From an optimization exercise on the open Yosys and OpenROAD flow, aimed at small area, a short achievable clock period and few clock cycles; shortcuts taken in it are not production practice.
Power figures rest on the tool's default switching activity, not on a simulated workload.

==> inputs of run a <==
==> flow/design.v (excerpt) <==
module matrix_mult_pipelined_10 #(parameter DATA_WIDTH = 8)(
    input clk,
    input rst,
    input in_valid,
    input [7:0] in_data,
    output reg in_ready,
    output reg out_valid,
    output reg [2*DATA_WIDTH-1:0] out_data
);
clock: 10.0 ns
lec_check: 0
cap_margin: 20
core_margin: 2
core_utilization: 65
cts_cluster_diameter: 100
cts_cluster_size: 25
place_density: 0.75
slew_margin: 20
synth_hierarchical: 1
synth_minimum_keep_size: 0
standard.sh (not shown) runs the stock make flow with config.mk's settings and CLKGATE_MAP_FILE= SYNTH_SCRIPT=/design/flow/synth_recipe.tcl, a recipe that flattens the netlist after the stock synthesis.
==> flow/flow/run.sh <==
#!/bin/bash
# Standard layout (the standard.sh: unchanged synthesis and steps), with
# repair_timing asked to keep a larger setup slack than the default, so the
# resizer also speeds up paths that already meet the 10 ns clock.
bash standard.sh SETUP_SLACK_MARGIN=6.65 finish > standard.log 2>&1
==> inputs of run b, as changes to run a <==
--- a/flow/flow/run.sh
+++ b/flow/flow/run.sh
@@ -4,2 +4,2 @@
 # resizer also speeds up paths that already meet the 10 ns clock.
-bash standard.sh SETUP_SLACK_MARGIN=6.65 finish > standard.log 2>&1
+bash standard.sh SETUP_SLACK_MARGIN=6.8 finish > standard.log 2>&1
==> run notes <==
pre-CTS WS 6.40 ns; Non-CTS buffers 39; sequential share of cell area 65.2%; multi-input combinational area share 27.4%; Final nets 4476; status complete, no violations; DR vias 26000; met3 wire length 6950 microns; CP max stage delay 0.61 ns; switch share 19.6%; Via density 5.15; relative max-transition margin 23.1%; Static Leak 20.9 nW; detailed router's first-iteration violation count 2049; Int Pwr 9.79 mW; gpl congestion 0.934; FF/Latch Area 41300 sq um; fmax 294 MHz; Global Route Usage Sum 24.8%; first-pass GRT wire length 169000 microns
the above is filed under run a

==> run notes <==
status complete, no violations; sequential share of cell area 65.2%; Final nets 4475; fmax 294 MHz; Int Pwr 9.86 mW; first-pass GRT wire length 170000 microns; Global Route Usage Sum 25.0%; CP max stage delay 0.55 ns; Via density 5.16; FF/Latch Area 41300 sq um
the above is filed under run b

No functional check of the RTL was part of any run of this note.

==> build 13: inputs <==
matrix_mult_pipelined_10, a different RTL version from the one above (not shown whole).
==> flow/config.mk <==
export PLATFORM = sky130hd
export DESIGN_NAME = matrix_mult_pipelined_10
export DESIGN_NICKNAME = matrix_mult_pipelined_10
export VERILOG_FILES = /design/flow/design.v
export SDC_FILE = /design/flow/constraint.sdc
export NUM_CORES = 4
export LEC_CHECK = 0
export CAP_MARGIN = 20
export CORE_MARGIN = 2
export CORE_UTILIZATION = 40
export PLACE_DENSITY = 0.6
export SLEW_MARGIN = 20
==> flow/constraint.sdc <==
create_clock -name core_clock -period 10.0 [get_ports {clk}]
set_input_delay 2.0000 -clock core_clock [delete_from_list [all_inputs] [get_ports {clk}]]
set_output_delay 2.0000 -clock core_clock [all_outputs]
set_load 0.01 [all_outputs]
==> flow/flow/run.sh <==
#!/bin/bash
# Standard layout (the standard.sh, unchanged synthesis and steps), with
# repair_timing asked to keep a larger setup slack than the default, so the
# resizer also works on paths that already meet the 10 ns clock.
bash standard.sh SETUP_SLACK_MARGIN=6.5 finish > standard.log 2>&1
==> inputs of build 90, as changes to build 13 <==
==> flow/run.sh (new file) <==
#!/bin/bash
# synth_recipe.tcl (not shown) runs the flow's synth.tcl, then flattens the netlist and writes it again
# the make line also repeats each setting of config.mk as NAME=value (left out here)
make -C /OpenROAD-flow-scripts/flow DESIGN_CONFIG=/design/flow/config.mk WORK_HOME=/design/flow/orfs CLKGATE_MAP_FILE= SYNTH_SCRIPT=/design/flow/synth_recipe.tcl finish
removed: flow/flow/run.sh
removed: flow/standard.sh
==> inputs of trial 89, as changes to build 13 <==
==> flow/flow/run.sh (replaced) <==
#!/bin/bash
# Standard layout (the standard.sh, unchanged synthesis and steps), with
# repair_timing asked to keep a larger setup slack than the default, so the
# resizer also works on paths that already meet the 10 ns clock.
bash standard.sh SETUP_SLACK_MARGIN=7.2 finish > standard.log 2>&1
==> comparison table <==
item                                                                   build 90        build 13        trial 89
Status                                                           finished clean  finished clean  finished clean
Leakage power                                                           31.4 nW         31.4 nW         31.6 nW
Fraction of area in registers                                             58.3%           58.4%           57.7%
Cell depth of the worst flop-to-flop path                                     9              10              11
Worst-case headroom to the max-slew limit                                 33.3%           32.3%           25.7%
Fillers                                                                   13.6k           13.6k           13.7k
Number of global-route vias before repair                                 30.5k           30.9k           31.3k
Fraction of final layout cells sized beyond drive strength 1              9.44%           9.43%           14.6%
Largest fanout on the critical path                                           5               2               2
Clock latency reported for the late side of the worst-skew pair         0.82 ns         0.83 ns         0.84 ns
Total length of routed met2 wires                                       57.4 mm         57.8 mm         59.7 mm
Largest net degree at the start of global routing                            56              52              53
Met3 wire len                                                           7.19 mm         6.93 mm         6.34 mm
Function was not checked in any run of this note: the RTL went through the layout flow alone.

## port drivers added, routing unchanged
Ports are ideal in the flow. The routed layouts listed here were re-timed in OpenROAD. Step 1 (the two cells are an assumption about what drives the block):
set clk [get_ports {clk}]
set_driving_cell -lib_cell sky130_fd_sc_hd__clkbuf_16 $clk
set_driving_cell -lib_cell sky130_fd_sc_hd__buf_2 [delete_from_list [all_inputs] $clk]
Step 2 adds t to the input delays and takes it off the output delays; t is the mean of the earliest and latest rising clock arrival at the registers after step 1. Input paths then give back, and output paths get back, about the clock's delay inside the block. a / b / c = no drivers / after step 1 / after step 2; a / b = the first two.
run	t (ns)	setup WS [ns]	worst hold slack (ns)
run a	0.780	6.595 / 6.595 / 6.395	0.308 / 0.308 / 0.308
run b	0.748	6.599 / 6.599 / 6.376	0.318 / 0.318 / 0.318
build 13	0.877	6.524 / 6.453 / 6.355	0.296 / 0.296 / 0.296
build 90	0.860	6.097 / 6.026 / 6.332	0.279 / 0.279 / 0.279
trial 89	0.881	6.553 / 6.477 / 6.544	0.284 / 0.284 / 0.284
After both steps setup and hold are still met in every run listed. For run b, which loses most, drivers alone change the setup slack by 0.000 ns; drivers and shift together by -0.223 ns.
